What follows belongs to an exercise in optimizing a design on an open flow for small area and few clock cycles; a production flow would make more cautious choices. Function was checked by simulation only, so behaviour that the tests miss may differ from the original.

**flow/flow/run.sh**
```bash
#!/bin/bash
# Own layout flow: the standard synthesis, then its combinational logic
# re-mapped for area (every flip-flop kept as the standard synthesis made
# it, same instance name and cell), then the standard layout steps with
# small port buffers, one tie cell for the constant outputs and a clock
# tree of small buffers without dummy loads. Each tool's output goes to a log file here.
set -euo pipefail
here=$(pwd)
res=$here/orfs/results/$FLOW_PLATFORM/huffman/base
lib=$FLOW_HOME/platforms/$FLOW_PLATFORM/lib/sky130_fd_sc_hd__tt_025C_1v80.lib
yosys_bin=${YOSYS_EXE:-$FLOW_HOME/../tools/install/yosys/bin/yosys}

# 1. standard synthesis, netlist only
bash standard.sh "$res/1_2_yosys.v" > "$here/flow_synth.log" 2>&1
cp "$res/1_2_yosys.v" "$here/standard_synth.v"

# 2. re-map the combinational logic for area
grep -o 'cell *( *"\?sky130_fd_sc_hd__[a-z0-9_]*' "$lib" | sed 's/.*(\s*"\?//' \
  | grep -E "__(df|edf|sdf|sedf|dl|conb|lpflow|probe)" | tr '\n' ' ' > "$here/keep_cells.txt"
REOPT_LIB=$lib REOPT_KEEP=$here/keep_cells.txt REOPT_IN=$here/standard_synth.v \
  REOPT_OUT=$here/reopt.v REOPT_SCRIPT=$here/flow/area.abc \
  "$yosys_bin" -c "$here/flow/reopt.tcl" > "$here/flow_reopt.log" 2>&1
cp "$here/reopt.v" "$res/1_2_yosys.v"
rm -f "$res/1_synth.odb" "$res/1_synth.sdc"

# 3. the standard layout from there, ports buffered with the smallest buffer
cts="-sink_clustering_enable -repair_clock_nets -dont_use_dummy_load"
cts="$cts -buf_list sky130_fd_sc_hd__clkbuf_8 -root_buf sky130_fd_sc_hd__clkbuf_8"
cts="$cts -sink_clustering_size 30 -sink_clustering_max_diameter 100"
bash standard.sh "BUFFER_PORTS_ARGS=-buffer_cell sky130_fd_sc_hd__buf_1" \
  SKIP_REPAIR_TIE_FANOUT=1 "CTS_ARGS=$cts" finish \
  > "$here/flow_layout.log" 2>&1
```
**flow/flow/reopt.tcl**
```tcl
yosys -import
# Re-map the combinational logic of a mapped netlist for area, keeping
# every flip-flop (and its instance name) as it is.
set lib $::env(REOPT_LIB)
set keep [read [open $::env(REOPT_KEEP)]]
read_liberty -ignore_miss_func $lib
foreach c $keep { catch { blackbox $c } }
read_verilog $::env(REOPT_IN)
hierarchy -top huffman
flatten
opt_clean -purge
set du {}
foreach c $keep { if {[string match *lpflow* $c] || [string match *probe* $c]} { lappend du -dont_use $c } }
abc -liberty $lib {*}$du -script $::env(REOPT_SCRIPT)
opt_clean -purge
hilomap -singleton -hicell sky130_fd_sc_hd__conb_1 HI -locell sky130_fd_sc_hd__conb_1 LO
splitnets
opt_clean -purge
stat -liberty $lib
write_verilog -noattr -nohex -nodec $::env(REOPT_OUT)
```
**flow/flow/area.abc**
```
strash; dch; map -a; topo
```
**flow/constraint.sdc**
```tcl
create_clock -name core_clock -period 12.0 [get_ports {clk}]
set_input_delay 2.4000 -clock core_clock [delete_from_list [all_inputs] [get_ports {clk}]]
set_output_delay 2.4000 -clock core_clock [all_outputs]
set_load 0.01 [all_outputs]
```
**flow/standard.sh**
```bash
#!/bin/bash
# synth_recipe.tcl (not shown) runs the flow's synth.tcl, then flattens the netlist and writes it again
# the make line also repeats each setting of config.mk as NAME=value (left out here)
make -C /OpenROAD-flow-scripts/flow DESIGN_CONFIG=/design/flow/config.mk WORK_HOME=/design/flow/orfs CLKGATE_MAP_FILE= SYNTH_SCRIPT=/design/flow/synth_recipe.tcl "${@:-finish}"
```
**flow/design.v**
```verilog
module huffman(
  input  logic       clk,
  input  logic       rst_n,
  input  logic       in_valid,
  input  logic [7:0] gray_data,
  output logic       CNT_valid,
  output logic [7:0] CNT1, CNT2, CNT3, CNT4, CNT5, CNT6,
  output logic       code_valid,
  output logic [7:0] HC1, HC2, HC3, HC4, HC5, HC6,
  output logic [7:0] M1, M2, M3, M4, M5, M6
);
  localparam logic [2:0] IDLE = 3'd0, COUNT = 3'd1, MG2 = 3'd2, MG3 = 3'd3,
                         MG4 = 3'd4, MG5 = 3'd5;
  logic [2:0] st;
  logic [6:0] cnt [6];
  logic [5:0] z;           
  assign z[5] = 1'b0;      
  logic       rel [6][6];  
  logic [2:0] par [6];     
  localparam logic [17:0] PMASK = {3'b111, 3'b011, 3'b011, 3'b001, 3'b000, 3'b000};
  logic [4:0] val [6];
  logic merge1, merging, late, clr;
  assign merge1  = (st == COUNT) & ~in_valid;
  assign merging = merge1 | (st >= MG2);
  assign late    = (st >= MG3);
  assign clr     = (st == IDLE) & ~in_valid;
  logic [5:0] pix;
  always_comb begin
    pix[5] = in_valid &  gray_data[2] &  gray_data[1];
    pix[4] = in_valid &  gray_data[2] & ~gray_data[1] &  gray_data[0];
    pix[3] = in_valid &  gray_data[2] & ~gray_data[1] & ~gray_data[0];
    pix[2] = in_valid & ~gray_data[2] &  gray_data[1] &  gray_data[0];
    pix[1] = in_valid & ~gray_data[2] &  gray_data[1] & ~gray_data[0];
    pix[0] = in_valid & ~gray_data[2] & ~gray_data[1] &  gray_data[0];
  end
  logic [5:0] a, b, sa, sb, r, d, gt;
  always_comb begin
    for (int x = 0; x < 6; x++) begin
      a[x] = 1'b1;
      b[x] = 1'b1;
      for (int y = 0; y < 6; y++)
        if (y < x) a[x] = a[x] & rel[y][x];
        else if (y > x) a[x] = a[x] & ~rel[x][y];
    end
    for (int x = 0; x < 6; x++) begin
      b[x] = ~a[x];
      for (int y = 0; y < 6; y++)
        if (y < x) b[x] = b[x] & (rel[y][x] | a[y]);
        else if (y > x) b[x] = b[x] & (~rel[x][y] | a[y]);
    end
    sa = merging ? a : pix;
    sb = merging ? b : 6'b0;
    for (int x = 0; x < 6; x++) begin
      r[x] = sa[x] | sb[x];
      for (int y = 0; y < x; y++) r[x] = r[x] & ~(sa[y] | sb[y]);
    end
    d = (sa | sb) & ~r;
    for (int j = 0; j < 6; j++) begin
      gt[j] = 1'b0;
      for (int x = j + 1; x < 6; x++) gt[j] = gt[j] | r[x];
    end
  end
  logic [6:0] ca, cb, sum;
  always_comb begin
    ca = '0;
    cb = '0;
    for (int x = 0; x < 6; x++) begin
      ca = ca | (cnt[x] & {7{sa[x]}});
      cb = cb | (cnt[x] & {7{sb[x]}});
    end
    sum = ca + cb + {6'b0, in_valid};
  end
  logic [5:0] xb;
  always_comb begin
    for (int j = 0; j < 6; j++) begin
      logic t;
      t = merging & ~(late & z[j]) | gt[j];
      for (int k = 0; k < 7; k++)
        t = (~sum[k] & cnt[j][k]) | (~(sum[k] ^ cnt[j][k]) & t);
      xb[j] = t;
    end
  end
  logic [5:0] dead, ina, inb;
  logic [2:0] ridx;
  always_comb begin
    for (int x = 0; x < 6; x++) dead[x] = &cnt[x][6:4];
    ina[0] = a[0];
    inb[0] = b[0];
    for (int s = 1; s < 6; s++) begin
      logic pa, pb;
      pa = ina[0];
      pb = inb[0];
      for (int q = 1; q < s; q++)
        if (par[s] == 3'(q)) begin
          pa = ina[q];
          pb = inb[q];
        end
      ina[s] = dead[s] ? pa : a[s];
      inb[s] = dead[s] ? pb : b[s];
    end
    ridx = 3'd0;
    for (int x = 0; x < 6; x++) if (r[x]) ridx = ridx | 3'(x);
  end
  logic [4:0] above [6];
  logic [4:0] vnext [6];
  always_comb begin
    for (int s = 0; s < 6; s++) begin
      above[s][4] = 1'b0;
      for (int j = 3; j >= 0; j--) above[s][j] = above[s][j + 1] | val[s][j + 1];
      for (int j = 0; j < 5; j++)
        vnext[s][j] = above[s][j] ? val[s][j] :
                      val[s][j]   ? ~inb[s] :
                      (j > 0) & (ina[s] | inb[s]) & val[s][(j > 0) ? j - 1 : 0];
    end
  end
  always_ff @(posedge clk) begin
    for (int x = 0; x < 6; x++) begin
      if (r[x] | clr) cnt[x] <= sum;
      else if (d[x]) cnt[x] <= sum | 7'b1110000;
    end
    for (int x = 0; x < 5; x++) begin
      if (clr) z[x] <= 1'b0;
      else if (r[x] & late) z[x] <= 1'b1;
    end
    for (int i = 0; i < 6; i++)
      for (int j = i + 1; j < 6; j++) begin
        if (clr) rel[i][j] <= 1'b1;
        else if (d[j]) rel[i][j] <= 1'b0;
        else if (d[i]) rel[i][j] <= 1'b1;
        else if (r[i]) rel[i][j] <= ~xb[j];
        else if (r[j]) rel[i][j] <= xb[i];
      end
    for (int s = 0; s < 6; s++) begin
      if (!merging) val[s] <= 5'b00001;
      else val[s] <= vnext[s];
      if (d[s]) par[s] <= ridx & PMASK[3*s +: 3];
    end
  end
  always_ff @(posedge clk or negedge rst_n) begin
    if (!rst_n) st <= IDLE;
    else begin
      case (st)
        IDLE:    st <= in_valid ? COUNT : IDLE;
        COUNT:   st <= in_valid ? COUNT : MG2;
        MG2:     st <= MG3;
        MG3:     st <= MG4;
        MG4:     st <= MG5;
        default: st <= IDLE;
      endcase
    end
  end
  logic last;
  assign last = (st == MG5);
  logic [4:0] hc [6];
  logic [4:0] mk [6];
  always_comb begin
    for (int s = 0; s < 6; s++) begin
      hc[s] = {5{last}} & val[s] & (above[s] | {5{ina[s]}});
      mk[s] = {{4{last}} & (above[s][4:1] | val[s][4:1]), last};
    end
  end
  assign CNT_valid  = merge1;
  assign code_valid = last;
  assign CNT1 = {1'b0, cnt[0] & {7{merge1}}};
  assign CNT2 = {1'b0, cnt[1] & {7{merge1}}};
  assign CNT3 = {1'b0, cnt[2] & {7{merge1}}};
  assign CNT4 = {1'b0, cnt[3] & {7{merge1}}};
  assign CNT5 = {1'b0, cnt[4] & {7{merge1}}};
  assign CNT6 = {1'b0, cnt[5] & {7{merge1}}};
  assign HC1 = {3'b0, hc[0]};
  assign HC2 = {3'b0, hc[1]};
  assign HC3 = {3'b0, hc[2]};
  assign HC4 = {3'b0, hc[3]};
  assign HC5 = {3'b0, hc[4]};
  assign HC6 = {3'b0, hc[5]};
  assign M1 = {3'b0, mk[0]};
  assign M2 = {3'b0, mk[1]};
  assign M3 = {3'b0, mk[2]};
  assign M4 = {3'b0, mk[3]};
  assign M5 = {3'b0, mk[4]};
  assign M6 = {3'b0, mk[5]};
endmodule
```
**flow/config.mk**
```make
export PLATFORM = sky130hd
export DESIGN_NAME = huffman
export DESIGN_NICKNAME = huffman
export VERILOG_FILES = /design/flow/design.v
export SDC_FILE = /design/flow/constraint.sdc
export NUM_CORES = 4
export LEC_CHECK = 0
export ABC_AREA = 1
export ABC_CLOCK_PERIOD_IN_PS = 12000
export CAP_MARGIN = 20
export CORE_MARGIN = 2
export CORE_UTILIZATION = 50
export GPL_TIMING_DRIVEN = 0
export SLEW_MARGIN = 20
```
==> run_results.csv, run 1 <==
group,metric,value,unit
clocking,clkSlewWorstSetupHoldPaths,90,ps
die,fp.dieH,117.7,µm
clocking,clk_latency,390,ps
synthesis,yosys_warnings,9,
die,io_pins,157,
clocking,hold_buffers,0,
worst_setup_path,arrival,9680,ps
synthesis,synth_area,6469,µm²
grt,antenna_found_initial,0,
timing,worst_slew_pin_slew,1184,ps
clocking,clockBufferDepth,2,
grt,grt-ovfl-total,0,
worst_setup_path,worst_path_max_delay_cell,"o21ai_0",
place,placedInstanceArea,7151,µm²
clocking,post_cts_resize_count,0,
clocking,cts_buffers,9,
drt,route.detailed.drc,0,
layout,area_growth,12.46,%
outcome,status,"timing/DRC/antenna clean",
worst_setup_path,path_max_fanout,28,
layout,drive_gt1_share,2.457,%
layout,postLayoutCoreUtil,57.64,%
die,dieArea,13860,µm²
worst_setup_path,worstSetupPathType,"input port to register",
timing,max_freq,106.4,MHz
worst_setup_path,cpMostUsedCell,"clkinv_1",
worst_setup_path,critPathMaxStageDelay,1110,ps
place,dp_hpwl,16440,µm
grt,grt_max_degree,44,
synthesis,synth_cells,937,
die,die_w,117.7,µm
die,rows,41,
grt,grt_pass1_vias,6361,
timing,layout_min_cycle_time,9400,ps
timing,setup_viol_count_final,0,
drt,ant_nets,0,
synthesis,syn_avg_cell_area,6.904,µm²
drt,routed_wl,21410,µm
timing,rsz0062_at_grt,"no",
worst_hold_path,min_path_type,"register to register",
worst_setup_path,start_kind,"input port",
grt,groute.usage.overall,30.66,%
worst_setup_path,worstPathRequired,12280,ps
layout,nets,1071,
die,initial_utilization,51.26,%
layout,finalInstanceArea,7274,µm²
die,core-area,12620,µm²
worst_setup_path,critPathTopFamily,"compound AO/OA/AOI/OAI gates",
drt,drt_iter0_markers,693,
clocking,cts_tree,"done",
clocking,postCtsSetupBuffers,0,
worst_setup_path,worst-path-buf-inv,9,
drt,wire_per_inst,17.41,µm
clocking,cts-htree-levels,3,
drt,num_vias,7175,
timing,hold_viol_final,0,
clocking,cts_sinks,103,
drt,first_pass_iters,5,
timing,finalCritPeriodShare,78.33,%
layout,diodes,0,
timing,slew_headroom,20.22,%
synthesis,synth_nets,948,
place,portBuffers,109,
timing,finClkSkew,25.24,ps
timing,slew_violations,0,
clocking,cts-root-buf,"clkbuf_8",
drt,routed_via_density,5.833,
worst_setup_path,cp-end-kind,"register",
grt,grt_pass1_wl,33730,µm
place,place_congestion,0.9938,
flow_run,cap_violations,0,
==> path summary, 6_finish.rpt <==
path | start | end | slack (ps) | cells past startpoint
max in group asynchronous | rst_n | st[2] | 10050 | 1
worst max register to register | st[2] | rel[10] | 4450 | 30
worst max-delay path | in_valid | rel[10] | 2600 | 29
worst min-delay path | z[2] | z[2] | 450 | 2
worst min register to register | z[2] | z[2] | 450 | 2
min in group asynchronous | rst_n | st[1] | 1800 | 1
==> flip-flops by register name, indices dropped and copies added (netlist names) <==
name,cells
par,8
cnt,42
st,3
z,5
val,30
rel,15
==> layout by cell type, fill, tap and decap left out, types with 29 or more instances in the layout <==
cell type	n
o22ai_1	40
buf_1	109
edfxtp_1	50
dfxtp_1	50
nor2_1	190
a21oi_1	79
clkinv_1	166
o21ai_0	74
nand2_1	131
nor3_1	29
==> area by class of cell <==
cell class                 instances  area (µm²)
clock buffer                       9       123.9
fill                            1339        5345
inverter                         167       626.9
multi-input combinational        667        3279
sequential                       103        2577
tap                              172       215.2
timing repair buffer             112       451.7
==> tightest hold or removal path: stages, from the launching register on <==
cell and delay [ps]:
dfxtp_1 310, clkinv_1 40, a21oi_1 50
==> layer usage <==
| metal | GRT usage [%] | share of wire [%] |
|---|---|---|
| met5 | 0 | 0 |
| met4 | 12.73 | 3.7 |
| met3 | 4.506 | 8.3 |
| met2 | 48.58 | 44 |
| met1 | 42.05 | 44 |
==> stage by stage <==
stage	setup slack, ps	hold WS, ps	cells	setup TNS, ps
after CTS	2863	451.2	1230	0
after floorplan	3695	421.5	937	0
after detailed placement	2490	438.4	1221	0
after global placement	-283.7	435.7	1218	-533.7
final	2600	447.1	1230	0
after global routing	2111	468.3	1230	0
Testbench counts, summed over its fixed seeds: cycles 20,344.
==> inputs of run 2 (changes only) <==
--- a/flow/design.v
+++ b/flow/design.v
@@ -12,7 +12,9 @@
   localparam logic [2:0] IDLE = 3'd0, COUNT = 3'd1, MG2 = 3'd2, MG3 = 3'd3,
                          MG4 = 3'd4, MG5 = 3'd5;
   logic [2:0] st;
+  logic [6:0] ncnt [6];    
   logic [6:0] cnt [6];
+  always_comb for (int x = 0; x < 6; x++) cnt[x] = ~ncnt[x];
   logic [5:0] z;           
   assign z[5] = 1'b0;      
   logic       rel [6][6];  
@@ -115,8 +117,8 @@
   end
   always_ff @(posedge clk) begin
     for (int x = 0; x < 6; x++) begin
-      if (r[x] | clr) cnt[x] <= sum;
-      else if (d[x]) cnt[x] <= sum | 7'b1110000;
+      if (r[x] | clr) ncnt[x] <= ~sum;
+      else if (d[x]) ncnt[x] <= ~(sum | 7'b1110000);
     end
     for (int x = 0; x < 5; x++) begin
       if (clr) z[x] <= 1'b0;
==> run 2 against run 1 <==
Register-to-register slack lost 620 ps. Fmax shrank 5.2%. Die area shrank 0.59%. Sequential share of layout area grew 0.23 points. Count of clock-buffer cells in the layout is the same. Cell area shrank 0.64%.
==> run_results.csv, run 2 <==
group,metric,value,unit
clocking,cts-root-buf,"clkbuf_8",
die,dieArea,13780,µm²
grt,grt_pass1_vias,6457,
drt,wire_per_inst,17.30,µm
clocking,postCtsSetupBuffers,0,
clocking,clockBufferDepth,2,
timing,layout_min_cycle_time,9913,ps
drt,first_pass_iters,5,
grt,grt-ovfl-total,0,
layout,layout_commonest_cell,"nor2_1",
worst_setup_path,path_max_fanout,38,
timing,finClkSkew,13.78,ps
place,place_congestion,0.9451,
place,placedInstanceArea,7104,µm²
die,die_w,117.4,µm
timing,tns,0,ps
clocking,cts_sinks,103,
timing,hold_slack,444.1,ps
synthesis,synth_area,6429,µm²
clocking,post_cts_resize_count,0,
drt,num_vias,7137,
timing,slew_violations,0,
clocking,cts_buffers,9,
die,initial_utilization,51.15,%
worst_setup_path,critPathMaxStageDelay,900,ps
layout,postLayoutCoreUtil,57.51,%
clocking,clkSlewWorstSetupHoldPaths,90,ps
worst_hold_path,min_path_type,"register to register",
clocking,cts_tree,"done",
drt,routed_wl,21210,µm
place,portBuffers,109,
timing,hold_viol_final,0,
timing,setup_viol_count_final,0,
worst_setup_path,arrival,10190,ps
synthesis,yosys_warnings,10,
grt,grt_max_degree,43,
die,core-area,12570,µm²
layout,diodes,0,
drt,routed_via_density,5.821,
layout,finalInstanceArea,7228,µm²
worst_setup_path,worstSetupPathType,"input port to register",
die,rows,41,
synthesis,synth_cells,933,
layout,largest_register,"ncnt",
clocking,clk_latency,390,ps
worst_setup_path,start_kind,"input port",
clocking,cts-htree-levels,3,
layout,largest_reg_flops,42,
timing,max_freq,100.9,MHz
layout,nets,1067,
worst_setup_path,worst_path_max_delay_cell,"o21ai_1",
timing,slew_headroom,22.89,%
layout,reg_top3,"ncnt: 42 flops, val: 30 flops, rel: 15 flops",
clocking,hold_buffers,0,
drt,ant_nets,0,
synthesis,synth_nets,944,
flow_run,cap_violations,0,
layout,drive_gt1_share,2.182,%
grt,antenna_found_initial,0,
worst_setup_path,worst-path-buf-inv,9,
timing,worst_slew_pin_slew,1142,ps
synthesis,syn_avg_cell_area,6.890,µm²
layout,area_growth,12.44,%
drt,route.detailed.drc,0,
place,dp_hpwl,15810,µm
drt,drt_iter0_markers,685,
die,io_pins,157,
layout,final_cell_mix,"nor2_1, nand2_1, clkinv_1, buf_1, a21oi_1",
timing,finalCritPeriodShare,82.61,%
die,fp.dieH,117.4,µm
worst_setup_path,cp-end-kind,"register",
grt,grt_pass1_wl,33660,µm
worst_setup_path,critPathTopFamily,"buffers and inverters",
outcome,status,"timing/DRC/antenna clean",
timing,rsz0062_at_grt,"no",
grt,groute.usage.overall,30.80,%
worst_setup_path,worstPathRequired,12280,ps
run 2: changes by cell type in the layout (fill, tap and decap cells not counted), sizes merged, moves of 6 or more:
cell,change
nand3,+6
nand2,+14
clkinv,-37
nor2,+20
run 2: final cells by class:
| type | count | area, µm² |
|---|---|---|
| multi-input cells | 698 | 3363 |
| repair buffers | 112 | 451.7 |
| plain buffers | 3 | 11.26 |
| well taps | 172 | 215.2 |
| flip-flops and latches | 103 | 2577 |
| clock buffers | 9 | 123.9 |
| inverters | 129 | 485.5 |
| fillers | 1331 | 5340 |
run 2: worst paths after layout:
path,from,endpoint,slack [ps],cells past startpoint
worst max register to register,st[2],rel[29],3830,28
worst max-delay path,in_valid,rel[29],2090,29
worst min register to register,z[1],z[1],440,2
max in group asynchronous,rst_n,st[0],10060,1
min in group asynchronous,rst_n,st[2],1800,1
worst min-delay path,z[1],z[1],440,2
run 2: layer usage:
metal	share of wire [%]	global-route usage [%]	vias up	wire (µm)
met3	8.0	6.761	72	1700
met5	0	0	-	0
met4	3.8	13.25	0	816
met1	42	39.31	3222	8839
met2	46	50.40	359	9857
li1	-	-	3484	-
run 2: tightest hold or removal path, stage by stage, from the launching register on:
cell      delay [ps]
dfxtp_1          310
clkinv_1          40
a21oi_1           50
run 2: per-stage QoR:
| step | setup WS (ps) | instances |
|---|---|---|
| 2_1_floorplan | 3517 | 933 |
| 3_3_place_gp | 42.30 | 1214 |
| 3_5_place_dp | 1921 | 1217 |
| 4_1_cts | 2312 | 1226 |
| 5_1_grt | 1312 | 1226 |
| 6_report | 2087 | 1226 |
Testbench counts of run 2, summed over its fixed seeds: cycles 20,344.
==> inputs of run 3 (changes only) <==
--- a/flow/design.v
+++ b/flow/design.v
@@ -78,7 +78,7 @@
       logic t;
       t = merging & ~(late & z[j]) | gt[j];
       for (int k = 0; k < 7; k++)
-        t = (~sum[k] & cnt[j][k]) | (~(sum[k] ^ cnt[j][k]) & t);
+        t = (~sum[k] & cnt[j][k]) | (~sum[k] & t) | (cnt[j][k] & t);
       xb[j] = t;
     end
   end
--- a/flow/flow/run.sh
+++ b/flow/flow/run.sh
@@ -26,7 +26,7 @@
 # 3. the standard layout from there, ports buffered with the smallest buffer
 cts="-sink_clustering_enable -repair_clock_nets -dont_use_dummy_load"
 cts="$cts -buf_list sky130_fd_sc_hd__clkbuf_8 -root_buf sky130_fd_sc_hd__clkbuf_8"
-cts="$cts -sink_clustering_size 30 -sink_clustering_max_diameter 100"
+cts="$cts -sink_clustering_size 60 -sink_clustering_max_diameter 200"
 bash standard.sh "BUFFER_PORTS_ARGS=-buffer_cell sky130_fd_sc_hd__buf_1" \
   SKIP_REPAIR_TIE_FANOUT=1 "CTS_ARGS=$cts" finish \
   > "$here/flow_layout.log" 2>&1
==> run 3 against run 2 <==
Highest routed layer unchanged. Utilization decreased by 0.27 points. Clock skew rose by 3.4 ps. Routed wire length is 0.62% higher. Critical path type unchanged. Worst hold slack better by 0.79 ps. Sequential cell count did not move. Fmax up 13%. Via count about the same. Critical path depth decreased by 4. Synthesized cell count fell by 2.3%. Die area down 0.64%. First-iteration DRC count is 7.2% lower.
==> run_results.csv, run 3 <==
group,metric,value,unit
outcome,status,"timing/DRC/antenna clean",
drt,drt_iter0_markers,636,
die,core-area,12570,µm²
synthesis,synth_cells,912,
layout,layout_commonest_cell,"nor2_1",
layout,reg_top3,"ncnt: 42 flops, val: 30 flops, rel: 15 flops",
clocking,clkSlewWorstSetupHoldPaths,100,ps
drt,first_pass_iters,6,
worst_setup_path,cpMostUsedCell,"clkinv_1",
clocking,cts_buffers,9,
worst_hold_path,hold_end,"z[4]",
grt,grt_util_met2,51.60,%
layout,area_growth,12.66,%
clocking,hold_buffers,0,
clocking,cts_sinks,103,
worst_setup_path,reg2reg_slack,5310,ps
grt,grt-ovfl-total,0,
place,placedInstanceArea,7066,µm²
worst_hold_path,min-delay-start,"z[4]",
worst_setup_path,critPathMaxStageDelay,570,ps
clocking,clk_latency,380,ps
drt,routed_wl,21350,µm
drt,num_vias,7139,
worst_setup_path,start_kind,"input port",
worst_setup_path,cp-end-kind,"register",
die,fp.dieH,117.0,µm
clocking,clockBufferDepth,2,
worst_setup_path,timing.rr.start,"st[1]",
worst_setup_path,rr_endpoint,"rel[4]",
layout,drive_gt1_share,2.422,%
die,dieArea,13690,µm²
timing,setup_viol_count_final,0,
layout,largest_register,"ncnt",
drt,wire_per_inst,17.73,µm
worst_setup_path,worstSetupPathType,"input port to register",
timing,finalCritPeriodShare,73.07,%
worst_hold_path,min_path_type,"register to register",
grt,grt_pass1_wl,32660,µm
drt,routed_via_density,5.929,
grt,grt_pass1_vias,6090,
clocking,cts-root-buf,"clkbuf_8",
timing,worst_slew_pin_slew,1105,ps
timing,slew_violations,0,
clocking,post_cts_resize_count,0,
worst_setup_path,worstPathRequired,12270,ps
worst_setup_path,critPathTopFamily,"buffers and inverters",
grt,met3_usage,4.737,%
timing,setup_ws,3232,ps
timing,hold_viol_final,0,
timing,finClkSkew,17.17,ps
timing,slew_headroom,25.55,%
grt,groute.usage.overall,31.41,%
grt,grt_max_degree,43,
clocking,postCtsSetupBuffers,0,
timing,layout_min_cycle_time,8768,ps
worst_setup_path,worst-path-buf-inv,10,
place,dp_slack,3046,ps
drt,ant_nets,0,
synthesis,yosys_warnings,10,
place,place_congestion,0.9720,
layout,fillers,1269,
layout,largest_reg_flops,42,
grt,met1_usage,42.02,%
grt,antenna_found_initial,0,
worst_setup_path,arrival,9040,ps
layout,nets,1045,
place,portBuffers,109,
timing,rsz0062_at_grt,"no",
worst_setup_path,path_max_fanout,26,
die,initial_utilization,50.81,%
layout,layout.cells.non_filler,1204,
place,dp_hpwl,15980,µm
synthesis,synth_nets,923,
clocking,cts_tree,"done",
worst_hold_path,whs_path_depth,2,
place,post-place-cells,1195,
worst_setup_path,reg2reg_depth,25,
synthesis,synth_area,6386,µm²
layout,final_cell_mix,"nor2_1, clkinv_1, nand2_1, buf_1, a21oi_1",
die,io_pins,157,
die,rows,41,
timing,max_freq,114.0,MHz
clocking,cts-htree-levels,3,
worst_setup_path,worst_path_max_delay_cell,"nor2_1",
die,die_w,117.0,µm
synthesis,syn_avg_cell_area,7.002,µm²
drt,route.detailed.drc,0,
grt,gr-max-usage-layer,"met2",
layout,diodes,0,
flow_run,cap_violations,0,
layout,finalInstanceArea,7194,µm²
run 3: worst max path at each step:
stage                        start      end  slack [ps]  depth (start not counted)
after global placement    in_valid   rel[4]        -180                         24
final                     in_valid   rel[4]        3230                         25
after CTS                 in_valid  rel[15]        3440                         27
after detailed placement  in_valid   rel[4]        3050                         25
after global routing      in_valid   rel[4]        2930                         25
after floorplan           in_valid  rel[15]        3670                         22
run 3: metrics by stage:
stage | setup TNS (ps) | utilization (%) | hold slack [ps]
6_report | 0 | 57.24 | 444.9
5_1_grt | 0 | 57.24 | 480.3
4_1_cts | 0 | 57.20 | 446.1
3_5_place_dp | 0 | 56.22 | 433.2
3_3_place_gp | -622.2 | 55.78 | 432.2
2_1_floorplan | 0 | - | 421.5
run 3: area by class of cell:
| type | instances | area, µm² | area share, % |
|---|---|---|---|
| Sequential cell | 103 | 2577 | 35.83 |
| Timing Repair Buffer | 111 | 447.9 | 6.226 |
| Clock buffer | 9 | 123.9 | 1.722 |
| Buffer | 3 | 11.26 | 0.1565 |
| Tap cell | 172 | 215.2 | 2.991 |
| Multi-Input combinational cell | 677 | 3334 | 46.35 |
| Inverter | 129 | 484.2 | 6.730 |
run 3: routing by layer:
layer	part of all wire [%]	routed length (µm)
met5	0	0
met4	2.6	547
met3	8.6	1834
met2	45	9656
met1	44	9307
run 3: worst reg2reg max path, cell delays in order, from the launching register on:
cell       delay [ps]
dfrtp_1           420
nor2_1            110
clkinv_1          140
a21oi_4           460
buf_16            240
clkinv_1          520
nand2_1           480
clkinv_1          150
nor2_1            570
clkinv_1          330
nor2_1            260
clkinv_1          250
nor2_1            230
clkinv_1          150
nor3_1            540
clkinv_1          280
o211ai_1          160
o221ai_1          150
o221ai_1          110
nand2_1            80
o221ai_1          100
a31oi_1           130
nor2_1            290
clkinv_1          150
o2111ai_1         190
o21ai_0           110
Testbench counts of run 3, summed over its fixed seeds: cycles 20,344.
==> inputs of run 4 (changes only) <==
--- a/flow/flow/run.sh
+++ b/flow/flow/run.sh
@@ -26,7 +26,7 @@
 # 3. the standard layout from there, ports buffered with the smallest buffer
 cts="-sink_clustering_enable -repair_clock_nets -dont_use_dummy_load"
 cts="$cts -buf_list sky130_fd_sc_hd__clkbuf_8 -root_buf sky130_fd_sc_hd__clkbuf_8"
-cts="$cts -sink_clustering_size 60 -sink_clustering_max_diameter 200"
+cts="$cts -sink_clustering_size 30 -sink_clustering_max_diameter 100"
 bash standard.sh "BUFFER_PORTS_ARGS=-buffer_cell sky130_fd_sc_hd__buf_1" \
   SKIP_REPAIR_TIE_FANOUT=1 "CTS_ARGS=$cts" finish \
   > "$here/flow_layout.log" 2>&1
==> run 4 against run 3 <==
Still clean. First-iteration DRC count unchanged. Cell count unchanged. Synthesized cell count unchanged. Worst hold slack unchanged. Synthesized area is the same. Clock skew stayed put. Count of clock-buffer cells in the layout did not move. Die area unchanged.
==> run_results.csv, run 4 <==
group,metric,value,unit
clocking,postCtsSetupBuffers,0,
timing,rsz0062_at_grt,"no",
worst_setup_path,arrival,9040,ps
timing,setup_ws,3232,ps
drt,num_vias,7139,
worst_setup_path,cpMostUsedCell,"clkinv_1",
grt,grt-ovfl-total,0,
timing,setup_viol_count_final,0,
layout,final_cell_mix,"nor2_1, clkinv_1, nand2_1, buf_1, a21oi_1",
layout,nets,1045,
drt,wire_per_inst,17.73,µm
synthesis,synth_nets,923,
timing,finClkSkew,17.17,ps
timing,hold_viol_final,0,
worst_hold_path,min_path_type,"register to register",
layout,drive_gt1_share,2.422,%
layout,area_growth,12.66,%
die,dieArea,13690,µm²
worst_setup_path,worstPathRequired,12270,ps
timing,worst_slew_pin_slew,1105,ps
clocking,cts_sinks,103,
clocking,cts_tree,"done",
drt,drt_iter0_markers,636,
worst_setup_path,worstSetupPathType,"input port to register",
layout,fillers,1269,
clocking,cts_buffers,9,
timing,max_freq,114.0,MHz
clocking,hold_buffers,0,
place,portBuffers,109,
grt,grt_pass1_vias,6090,
die,die_w,117.0,µm
worst_setup_path,start_kind,"input port",
synthesis,synth_area,6386,µm²
outcome,status,"timing/DRC/antenna clean",
synthesis,syn_avg_cell_area,7.002,µm²
die,rows,41,
clocking,clockBufferDepth,2,
grt,grt_pass1_wl,32660,µm
layout,layout_commonest_cell,"nor2_1",
flow_run,cap_violations,0,
drt,route.detailed.drc,0,
worst_setup_path,worst_path_max_delay_cell,"nor2_1",
die,core-area,12570,µm²
layout,largest_register,"ncnt",
clocking,clkSlewWorstSetupHoldPaths,100,ps
timing,hold_slack,444.9,ps
layout,diodes,0,
clocking,clk_latency,380,ps
synthesis,yosys_warnings,10,
drt,routed_via_density,5.929,
die,io_pins,157,
timing,layout_min_cycle_time,8768,ps
clocking,cts-htree-levels,3,
grt,antenna_found_initial,0,
worst_setup_path,critPathTopFamily,"buffers and inverters",
clocking,post_cts_resize_count,0,
synthesis,synth_cells,912,
grt,grt_max_degree,43,
timing,tns,0,ps
grt,groute.usage.overall,31.41,%
drt,first_pass_iters,6,
die,fp.dieH,117.0,µm
worst_setup_path,critPathMaxStageDelay,570,ps
timing,finalCritPeriodShare,73.07,%
die,initial_utilization,50.81,%
worst_setup_path,worst-path-buf-inv,10,
timing,slew_headroom,25.55,%
place,dp_slack,3046,ps
layout,largest_reg_flops,42,
drt,routed_wl,21350,µm
layout,reg_top3,"ncnt: 42 flops, val: 30 flops, rel: 15 flops",
worst_setup_path,path_max_fanout,26,
timing,slew_violations,0,
place,dp_hpwl,15980,µm
worst_setup_path,cp-end-kind,"register",
place,place_congestion,0.9720,
clocking,cts-root-buf,"clkbuf_8",
drt,ant_nets,0,
-- run 4: cell counts in the layout (fill, tap and decap cells not counted) --
Identical to the previous run, type by type.
-- run 4: worst paths after layout --
check	start	cells past startpoint	slack [ps]	endpoint
max	in_valid	25	3230	rel[4]
min	z[4]	2	440	z[4]
max reg2reg	st[1]	25	5310	rel[4]
min reg2reg	z[4]	2	440	z[4]
max in group asynchronous	rst_n	1	10060	st[0]
min in group asynchronous	rst_n	1	1790	st[2]
-- run 4: layout make-up --
cell class	count	area, µm²	area share (%)
Buffer	3	11.26	0.1565
Clock buffer	9	123.9	1.722
Inverter	129	484.2	6.730
Multi-Input combinational cell	677	3334	46.35
Sequential cell	103	2577	35.83
Tap cell	172	215.2	2.991
Timing Repair Buffer	111	447.9	6.226
-- run 4: metal layers --
layer | share of wire (%) | routed length [µm] | up-vias | track usage [%]
li1 | - | - | 3453 | -
met1 | 44 | 9307 | 3226 | 42.02
met2 | 45 | 9656 | 418 | 51.60
met3 | 8.6 | 1834 | 42 | 4.737
met4 | 2.6 | 547 | 0 | 12.24
met5 | 0 | 0 | - | 0
-- run 4: worst min-delay path: cells and delay by family (launching register included) --
family | cells | cell delay (ps)
buffers and inverters | 1 | 40
AOI/OAI and AO/OA | 1 | 50
DFF | 1 | 310
-- run 4: metrics by stage --
step	cell area, µm²	instances	utilization, %
2_1_floorplan	6386	912	-
3_3_place_gp	7010	1193	55.78
3_5_place_dp	7066	1195	56.22
4_1_cts	7189	1204	57.20
5_1_grt	7194	1204	57.24
6_report	7194	1204	57.24
==> inputs of run 5 (changes only) <==
--- a/flow/flow/run.sh
+++ b/flow/flow/run.sh
@@ -25,7 +25,7 @@
 
 # 3. the standard layout from there, ports buffered with the smallest buffer
 cts="-sink_clustering_enable -repair_clock_nets -dont_use_dummy_load"
-cts="$cts -buf_list sky130_fd_sc_hd__clkbuf_8 -root_buf sky130_fd_sc_hd__clkbuf_8"
+cts="$cts -buf_list \"sky130_fd_sc_hd__clkbuf_4 sky130_fd_sc_hd__clkbuf_8\" -root_buf sky130_fd_sc_hd__clkbuf_8"
 cts="$cts -sink_clustering_size 30 -sink_clustering_max_diameter 100"
 bash standard.sh "BUFFER_PORTS_ARGS=-buffer_cell sky130_fd_sc_hd__buf_1" \
   SKIP_REPAIR_TIE_FANOUT=1 "CTS_ARGS=$cts" finish \
--- a/flow/config.mk
+++ b/flow/config.mk
@@ -7,8 +7,8 @@
 export LEC_CHECK = 0
 export ABC_AREA = 1
 export ABC_CLOCK_PERIOD_IN_PS = 12000
-export CAP_MARGIN = 20
+export CAP_MARGIN = 0
 export CORE_MARGIN = 2
 export CORE_UTILIZATION = 50
 export GPL_TIMING_DRIVEN = 0
-export SLEW_MARGIN = 20
+export SLEW_MARGIN = 0
==> run 5 against run 4 <==
The flow now stops in 4_1_cts. Synthesized cell count did not move. Synthesized area did not move.
==> run_results.csv, run 5 <==
group,metric,value,unit
die,fp.dieH,117.0,µm
outcome,status,"stopped before the end",
synthesis,synth_cells,912,
synthesis,synth_nets,923,
die,io_pins,157,
outcome,lastStage,"4_1_cts",
synthesis,syn_avg_cell_area,7.002,µm²
die,initial_utilization,50.81,%
synthesis,yosys_warnings,10,
place,place_congestion,0.9720,
synthesis,synth_area,6386,µm²
die,die_w,117.0,µm
die,rows,41,
outcome,stop_error,"[ERROR STA-0564] clock_tree_synthesis positional arguments not supported.",
place,dp_hpwl,15950,µm
place,portBuffers,109,
-- run 5: worst max-delay path by stage --
stage                          to  startpoint
after detailed placement  rel[15]    in_valid
after global placement     rel[4]    in_valid
after floorplan           rel[15]    in_valid
-- run 5: stage by stage --
step           area, µm²  instances  hold slack [ps]  setup WS (ps)
2_1_floorplan       6386        912            421.5           3666
3_3_place_gp        7010       1193            432.2         -175.4
3_5_place_dp        7052       1194            433.2           2992
==> inputs of run 6 (changes only) <==
--- a/flow/flow/run.sh
+++ b/flow/flow/run.sh
@@ -25,7 +25,7 @@
 
 # 3. the standard layout from there, ports buffered with the smallest buffer
 cts="-sink_clustering_enable -repair_clock_nets -dont_use_dummy_load"
-cts="$cts -buf_list \"sky130_fd_sc_hd__clkbuf_4 sky130_fd_sc_hd__clkbuf_8\" -root_buf sky130_fd_sc_hd__clkbuf_8"
+cts="$cts -buf_list sky130_fd_sc_hd__clkbuf_4 -root_buf sky130_fd_sc_hd__clkbuf_8"
 cts="$cts -sink_clustering_size 30 -sink_clustering_max_diameter 100"
 bash standard.sh "BUFFER_PORTS_ARGS=-buffer_cell sky130_fd_sc_hd__buf_1" \
   SKIP_REPAIR_TIE_FANOUT=1 "CTS_ARGS=$cts" finish \
==> run 6 against run 5 <==
Now clean on timing, DRC and antenna. Synthesized cell count did not move. Synthesized area stayed put.
==> run_results.csv, run 6 <==
group,metric,value,unit
place,post-place-cells,1194,
layout,drive_gt1_share,1.940,%
die,die_w,117.0,µm
die,io_pins,157,
timing,worst_slew_pin_slew,1387,ps
layout,diodes,0,
layout,fillers,1302,
layout,layout.cells.non_filler,1203,
timing,slew_violations,0,
outcome,status,"timing/DRC/antenna clean",
synthesis,synth_area,6386,µm²
worst_hold_path,min_path_type,"register to register",
timing,setup_viol_count_final,0,
worst_setup_path,arrival,9180,ps
layout,largest_reg_flops,42,
drt,num_vias,7084,
timing,layout_min_cycle_time,8897,ps
timing,finClkSkew,19.12,ps
grt,grt_pass1_wl,32240,µm
die,rows,41,
layout,register_area,2577,µm²
layout,final_cell_mix,"nor2_1, clkinv_1, nand2_1, buf_1",
layout,area_growth,12.36,%
clocking,cts-root-buf,"clkbuf_8",
layout,reg_top3,"ncnt: 42 flops, val: 30 flops, rel: 15 flops",
clocking,cts_tree,"done",
layout,multi_input_comb_area,3327,µm²
place,place_congestion,0.9720,
synthesis,syn_avg_cell_area,7.002,µm²
drt,first_pass_iters,6,
timing,finalCritPeriodShare,74.14,%
drt,wire_per_inst,17.81,µm
clocking,postCtsSetupBuffers,0,
timing,hold_slack,445.1,ps
clocking,clockBufferDepth,2,
synthesis,synth_cells,912,
timing,slew_headroom,7.192,%
drt,routed_via_density,5.889,
clocking,cts_sinks,103,
clocking,hold_buffers,0,
synthesis,yosys_warnings,10,
timing,max_freq,112.4,MHz
clocking,clk_latency,390,ps
synthesis,synth_nets,923,
layout,finalInstanceArea,7176,µm²
layout,layout_commonest_cell,"nor2_1",
timing,rsz0062_at_grt,"no",
flow_run,cap_violations,0,
drt,routed_wl,21420,µm
worst_setup_path,cp-end-kind,"register",
grt,antenna_found_initial,0,
place,dp_hpwl,15950,µm
layout,largest_register,"ncnt",
worst_setup_path,worstPathRequired,12280,ps
drt,ant_nets,0,
grt,grt-ovfl-total,0,
die,fp.dieH,117.0,µm
worst_setup_path,worstSetupPathType,"input port to register",
worst_setup_path,start_kind,"input port",
die,initial_utilization,50.81,%
grt,grt_max_degree,43,
grt,grt_pass1_vias,5935,
drt,drt_iter0_markers,707,
drt,route.detailed.drc,0,
place,placedInstanceArea,7052,µm²
layout,nets,1044,
die,dieArea,13690,µm²
clocking,cts_buffers,9,
grt,groute.usage.overall,31.09,%
timing,hold_viol_final,0,
clocking,cts-htree-levels,3,
clocking,clkSlewWorstSetupHoldPaths,90,ps
worst_setup_path,path_max_fanout,26,
die,core-area,12570,µm²
clocking,post_cts_resize_count,0,
place,portBuffers,109,
## run 6: final timing paths
check	start	endpoint	slack (ps)	cells past startpoint
setup reg to reg	rel[3]	rel[15]	5140	26
max in group asynchronous	rst_n	st[0]	10060	1
hold reg to reg	z[4]	z[4]	450	2
setup / recovery	in_valid	rel[4]	3100	25
min in group asynchronous	rst_n	st[2]	1790	1
hold / removal	z[4]	z[4]	450	2
## run 6: worst max-delay path, cell delays in order
cell and delay (ps):
buf_1 350, clkinv_1 320, a21oi_4 540, buf_16 230, clkinv_1 500, nand2_1 500, clkinv_1 150, nor2_1 570
clkinv_1 330, nor2_1 250, clkinv_1 260, nor2_1 220, clkinv_1 150, nor3_1 570, clkinv_1 280, o211ai_1 180
o221ai_1 170, o221ai_1 110, nand2_1 80, o221ai_1 120, a31oi_1 130, nor2_1 300, clkinv_1 150, o2111ai_1 180
o21ai_0 100
## run 6: final cells by class
| cell class | count | share of cell area [%] |
|---|---|---|
| Sequential cell | 103 | 35.92 |
| Buffer | 3 | 0.1569 |
| Inverter | 129 | 6.748 |
| Tap cell | 172 | 2.999 |
| Timing Repair Buffer | 110 | 6.085 |
| Clock buffer | 9 | 1.726 |
| Multi-Input combinational cell | 677 | 46.36 |
## run 6: metal layers
metal	GRT usage (%)	share of wire (%)	up-vias
li1	-	-	3442
met1	41.51	43	3196
met2	51.71	46	403
met3	4.377	8.9	43
met4	11.37	2.1	0
met5	0	0	-
## run 6: stage by stage
step / util, % / TNS [ps] / setup slack [ps]
after floorplan: - / 0 / 3666
after CTS: 57.09 / 0 / 3408
after detailed placement: 56.11 / 0 / 2992
final: 57.09 / 0 / 3104
after global placement: 55.78 / -622.2 / -175.4
after global routing: 57.09 / 0 / 2805
==> inputs of run 7 (changes only) <==
--- a/flow/design.v
+++ b/flow/design.v
@@ -18,8 +18,8 @@
   logic [5:0] z;           
   assign z[5] = 1'b0;      
   logic       rel [6][6];  
-  logic [2:0] par [6];     
-  localparam logic [17:0] PMASK = {3'b111, 3'b011, 3'b011, 3'b001, 3'b000, 3'b000};
+  logic [2:0] par [6];
+  always_comb for (int x = 0; x < 6; x++) par[x] = cnt[x][2:0];
   logic [4:0] val [6];
   logic merge1, merging, late, clr;
   assign merge1  = (st == COUNT) & ~in_valid;
@@ -118,7 +118,7 @@
   always_ff @(posedge clk) begin
     for (int x = 0; x < 6; x++) begin
       if (r[x] | clr) ncnt[x] <= ~sum;
-      else if (d[x]) ncnt[x] <= ~(sum | 7'b1110000);
+      else if (d[x]) ncnt[x] <= ~{4'b1110, ridx};
     end
     for (int x = 0; x < 5; x++) begin
       if (clr) z[x] <= 1'b0;
@@ -135,7 +135,6 @@
     for (int s = 0; s < 6; s++) begin
       if (!merging) val[s] <= 5'b00001;
       else val[s] <= vnext[s];
-      if (d[s]) par[s] <= ridx & PMASK[3*s +: 3];
     end
   end
   always_ff @(posedge clk or negedge rst_n) begin
==> run 7 against run 6 <==
Synthesized cell count increased by 3.8%. Global-route usage increased by 3.2 points. Critical path type unchanged. Still clean on timing, DRC and antenna. Cell count increased by 2.9%. Synthesized area increased by 0.41%. Setup slack got worse by 1500 ps. Utilization increased by 0.070 points. Die area increased by 0.39%. Non-clock buffer count decreased by 3. Count of clock-buffer cells in the layout unchanged.
==> run_results.csv, run 7 <==
group,metric,value,unit
drt,routed_wl,23260,µm
worst_setup_path,rr_endpoint,"rel[3]",
timing,rsz0062_at_grt,"no",
layout,diodes,0,
place,place_congestion,1.003,
layout,area_growth,12.04,%
layout,register_area,2337,µm²
timing,slew_headroom,12.67,%
timing,max_freq,96.40,MHz
clocking,cts_tree,"done",
timing,finalCritPeriodShare,86.45,%
drt,num_vias,7482,
timing,setup_ws,1626,ps
clocking,cts-htree-levels,3,
synthesis,synth_cells,947,
worst_setup_path,path_max_fanout,38,
die,dieArea,13750,µm²
layout,multi_input_comb_area,3461,µm²
worst_setup_path,worstSetupPathType,"input port to register",
layout,largest_reg_flops,42,
grt,grt-ovfl-total,0,
worst_setup_path,critPathTopFamily,"compound AO/OA/AOI/OAI gates",
worst_setup_path,cp.depth,29,
worst_setup_path,worstPathRequired,12310,ps
worst_setup_path,timing.rr.start,"st[1]",
synthesis,syn_avg_cell_area,6.771,µm²
place,dp_slack,1510,ps
layout,fillers,1314,
worst_setup_path,arrival,10680,ps
grt,groute.usage.overall,34.24,%
worst_hold_path,min_path_type,"register to register",
clocking,clk_latency,390,ps
clocking,clkSlewWorstSetupHoldPaths,90,ps
outcome,status,"timing/DRC/antenna clean",
clocking,cts-root-buf,"clkbuf_8",
worst_setup_path,reg2reg_slack,3490,ps
layout,layout_commonest_cell,"nor2_1",
synthesis,synth_nets,958,
worst_setup_path,start_kind,"input port",
worst_setup_path,worst-path-buf-inv,7,
clocking,clockBufferDepth,2,
worst_setup_path,crit_start,"in_valid",
grt,grt_pass1_vias,6372,
place,dp_hpwl,17650,µm
timing,hold_viol_final,0,
layout,reg_top3,"ncnt: 42 flops, val: 30 flops, rel: 15 flops",
place,portBuffers,109,
drt,drt_iter0_markers,921,
grt,antenna_found_initial,0,
clocking,cts_sinks,95,
clocking,postCtsSetupBuffers,0,
layout,final_cell_mix,"nor2_1, clkinv_1, nand2_1, buf_1, a21oi_1",
synthesis,yosys_warnings,10,
drt,route.detailed.drc,0,
layout,nets,1079,
timing,finClkSkew,23.91,ps
drt,wire_per_inst,18.79,µm
drt,first_pass_iters,5,
die,fp.dieH,117.2,µm
timing,worst_slew_pin_slew,1296,ps
worst_setup_path,worst_path_max_delay_cell,"o21ai_0",
timing,layout_min_cycle_time,10370,ps
worst_setup_path,cp-end-kind,"register",
clocking,hold_buffers,0,
die,rows,41,
layout,layout.cells.non_filler,1238,
layout,drive_gt1_share,2.064,%
drt,routed_via_density,6.044,
drt,ant_nets,0,
layout,largest_register,"ncnt",
grt,grt_max_degree,44,
die,io_pins,157,
worst_setup_path,reg2reg_depth,30,
flow_run,cap_violations,0,
grt,grt_pass1_wl,35520,µm
die,die_w,117.2,µm
clocking,post_cts_resize_count,0,
worst_setup_path,critPathMaxStageDelay,1240,ps
die,core-area,12570,µm²
clocking,cts_buffers,9,
synthesis,synth_area,6412,µm²
worst_setup_path,worstSetupEndpoint,"rel[3]",
timing,slew_violations,0,
timing,setup_viol_count_final,0,
place,post-place-cells,1229,
die,initial_utilization,51.02,%
run 7: layout make-up:
class | count | share of cell area, %
inverter | 167 | 8.725
timing repair buffer | 110 | 5.852
tap | 172 | 2.995
multi-input combinational | 685 | 48.17
clock buffer | 9 | 1.724
sequential | 95 | 32.53
run 7: how the worst min path moves through the flow:
stage	startpoint	depth (start not counted)	slack [ps]	endpoint
floorplan	z[0]	2	420	z[0]
global placement	z[0]	2	440	z[0]
detailed placement	z[0]	2	440	z[0]
CTS	z[0]	2	450	z[0]
global route	z[0]	2	470	z[0]
finish	z[0]	2	440	z[0]
run 7: per-stage QoR:
| stage | setup TNS, ps | util (%) | hold WS [ps] | area, µm² |
|---|---|---|---|---|
| global route | 0 | 57.16 | 471.0 | 7184 |
| global placement | -6314 | 55.99 | 435.8 | 7037 |
| detailed placement | 0 | 56.18 | 435.6 | 7061 |
| CTS | 0 | 57.16 | 448.4 | 7184 |
| finish | 0 | 57.16 | 444.4 | 7184 |
| floorplan | 0 | - | 421.5 | 6412 |
run 7: worst reg2reg max path: cells and delay by family, from the launching register on:
family / cells / cell delay (ps)
AOI/OAI and AO/OA: 13 / 3110
and+or+nand+nor: 10 / 2860
buffers and inverters: 7 / 2030
DFF: 1 / 410
run 7: per-layer routing:
layer	part of all wire, %	up-vias	global-route usage (%)
li1	-	3600	-
met1	42	3343	45.07
met2	44	466	54.29
met3	9.2	73	6.334
met4	4.9	0	16.78
met5	0	-	0
Testbench counts of run 7, summed over its fixed seeds: cycles 20,344.
==> inputs of run 8 (changes only) <==
--- a/flow/flow/run.sh
+++ b/flow/flow/run.sh
@@ -25,7 +25,7 @@
 
 # 3. the standard layout from there, ports buffered with the smallest buffer
 cts="-sink_clustering_enable -repair_clock_nets -dont_use_dummy_load"
-cts="$cts -buf_list sky130_fd_sc_hd__clkbuf_4 -root_buf sky130_fd_sc_hd__clkbuf_8"
+cts="$cts -buf_list sky130_fd_sc_hd__clkbuf_8 -root_buf sky130_fd_sc_hd__clkbuf_8"
 cts="$cts -sink_clustering_size 30 -sink_clustering_max_diameter 100"
 bash standard.sh "BUFFER_PORTS_ARGS=-buffer_cell sky130_fd_sc_hd__buf_1" \
   SKIP_REPAIR_TIE_FANOUT=1 "CTS_ARGS=$cts" finish \
--- a/flow/config.mk
+++ b/flow/config.mk
@@ -7,8 +7,8 @@
 export LEC_CHECK = 0
 export ABC_AREA = 1
 export ABC_CLOCK_PERIOD_IN_PS = 12000
-export CAP_MARGIN = 0
+export CAP_MARGIN = 20
 export CORE_MARGIN = 2
 export CORE_UTILIZATION = 50
 export GPL_TIMING_DRIVEN = 0
-export SLEW_MARGIN = 0
+export SLEW_MARGIN = 20
==> run 8 against run 7 <==
Critical path depth increased by 1. Synthesized cell count unchanged. Sequential cell count unchanged. Via count decreased by 0.35%. Clock skew decreased by 3.4 ps. First-iteration DRC count decreased by 0.65%.
==> run_results.csv, run 8 <==
group,metric,value,unit
timing,layout_min_cycle_time,9577,ps
layout,nets,1082,
layout,reg_top3,"ncnt: 42 flops, val: 30 flops, rel: 15 flops",
outcome,status,"timing/DRC/antenna clean",
layout,area_growth,12.96,%
die,core-area,12570,µm²
worst_setup_path,worstPathRequired,12300,ps
place,portBuffers,109,
timing,setup_ws,2423,ps
timing,max_freq,104.4,MHz
clocking,cts_tree,"done",
clocking,cts_buffers,9,
timing,tns,0,ps
layout,fillers,1282,
drt,routed_wl,23020,µm
synthesis,synth_nets,958,
clocking,clk_latency,390,ps
worst_setup_path,start_kind,"input port",
die,dieArea,13750,µm²
layout,diodes,0,
worst_hold_path,whs_path_depth,2,
die,rows,41,
grt,grt_pass1_vias,6386,
synthesis,synth_area,6412,µm²
timing,finalCritPeriodShare,79.81,%
flow_run,cap_violations,0,
layout,layout_commonest_cell,"nor2_1",
drt,drt_iter0_markers,915,
clocking,hold_buffers,0,
die,fp.dieH,117.2,µm
timing,hold_viol_final,0,
layout,largest_register,"ncnt",
worst_setup_path,path_max_fanout,20,
worst_setup_path,worst_path_max_delay_cell,"o21ai_1",
grt,groute.usage.overall,34.03,%
die,io_pins,157,
timing,rsz0062_at_grt,"no",
clocking,post_cts_resize_count,0,
worst_setup_path,arrival,9870,ps
drt,num_vias,7456,
layout,layout.cells.non_filler,1241,
place,dp_slack,2244,ps
timing,finClkSkew,20.49,ps
clocking,clockBufferDepth,2,
timing,worst_slew_pin_slew,1225,ps
drt,wire_per_inst,18.55,µm
worst_setup_path,cp-end-kind,"register",
grt,grt_pass1_wl,35270,µm
timing,slew_headroom,17.47,%
die,initial_utilization,51.02,%
synthesis,yosys_warnings,10,
clocking,cts_sinks,95,
grt,grt-ovfl-total,0,
place,post-place-cells,1232,
timing,slew_violations,0,
grt,antenna_found_initial,0,
place,place_congestion,1.003,
synthesis,syn_avg_cell_area,6.771,µm²
worst_setup_path,reg2reg_depth,31,
drt,first_pass_iters,5,
timing,setup_viol_count_final,0,
drt,route.detailed.drc,0,
synthesis,synth_cells,947,
drt,routed_via_density,6.008,
die,die_w,117.2,µm
place,dp_hpwl,17640,µm
clocking,cts-root-buf,"clkbuf_8",
clocking,cts-htree-levels,3,
worst_hold_path,min_path_type,"register to register",
layout,largest_reg_flops,42,
drt,ant_nets,0,
worst_setup_path,critPathMaxStageDelay,950,ps
layout,final_cell_mix,"nor2_1, clkinv_1, nand2_1, buf_1, a21oi_1",
worst_setup_path,worstSetupPathType,"input port to register",
clocking,postCtsSetupBuffers,0,
layout,drive_gt1_share,2.339,%
clocking,clkSlewWorstSetupHoldPaths,100,ps
grt,grt_max_degree,43,
## run 8: cell count changes in the layout (fill, tap and decap cells not counted), sizes merged
| cell | delta |
|---|---|
| buf | +3 |
## run 8: metrics by stage
stage	hold WS, ps	utilization, %	cell area, µm²
2_1_floorplan	421.5	-	6412
3_3_place_gp	435.8	55.99	7037
3_5_place_dp	437.2	56.65	7119
4_1_cts	450.8	57.63	7243
5_1_grt	462.2	57.63	7243
6_report	446.3	57.63	7243
## run 8: metal layers
layer | track usage [%] | routed length [µm] | vias up
li1 | - | - | 3601
met1 | 44.45 | 9524 | 3321
met2 | 53.83 | 10030 | 450
met3 | 5.613 | 2132 | 84
met4 | 18.75 | 1338 | 0
met5 | 0 | 0 | -
## run 8: final cells by class
cell class / count / area (µm²) / share of cell area, %
clock buffer: 9 / 123.9 / 1.710
timing repair buffer: 113 / 479.2 / 6.616
tap: 172 / 215.2 / 2.971
multi-input combinational: 685 / 3461 / 47.78
sequential: 95 / 2337 / 32.27
inverter: 167 / 626.9 / 8.654
## run 8: path summary, 6_finish.rpt
path                       slack, ps     end      from
setup / recovery                2420  rel[3]  in_valid
hold / removal                   450    z[0]      z[0]
setup reg to reg                4270  rel[3]     st[1]
hold reg to reg                  450    z[0]      z[0]
max in group asynchronous      10060   st[2]     rst_n
min in group asynchronous       1790   st[0]     rst_n
## run 8: critical path, delay by kind of cell
kind / cells / cell delay [ps]
compound gates: 13 / 2770
simple gates: 9 / 2560
buf+inv: 8 / 2120

re-timing with driven ports:
Ports are ideal in the flow. The routed layouts listed here were re-timed in OpenROAD.
Step 1: set_driving_cell puts a clkbuf_16 on clk and a buf_2 on each other input, an assumption about the parent block.
Step 2 also shifts input and output timing later by t, the mid clock arrival at the registers, as if the neighbouring blocks saw the same clock.
Slacks: ideal ports / drivers / drivers and shift; pairs: ideal ports / drivers.
run | t (ns) | setup WS [ns] | hold WS [ns] | worst register clock-pin slew, ns | pins driven straight from the clock port
run 1 | 0.411 | 2.600 / 2.616 / 2.205 | 0.447 / 0.447 / 0.447 | 0.10 / 0.10 | 1
run 2 | 0.423 | 2.087 / 2.101 / 1.678 | 0.444 / 0.444 / 0.444 | 0.09 / 0.09 | 1
run 3 | 0.414 | 3.232 / 3.244 / 2.830 | 0.445 / 0.445 / 0.445 | 0.10 / 0.10 | 1
run 4 | 0.414 | 3.232 / 3.244 / 2.830 | 0.445 / 0.445 / 0.445 | 0.10 / 0.10 | 1
run 6 | 0.418 | 3.104 / 3.117 / 2.698 | 0.445 / 0.445 / 0.445 | 0.10 / 0.10 | 1
run 7 | 0.414 | 1.626 / 1.642 / 1.228 | 0.444 / 0.444 / 0.444 | 0.10 / 0.10 | 1
run 8 | 0.415 | 2.423 / 2.442 / 2.026 | 0.446 / 0.446 / 0.446 | 0.10 / 0.10 | 1
After both steps every run listed still meets setup and hold. The setup slack of run 2, which loses most, moves by +0.014 ns with the drivers and by -0.409 ns with both steps.
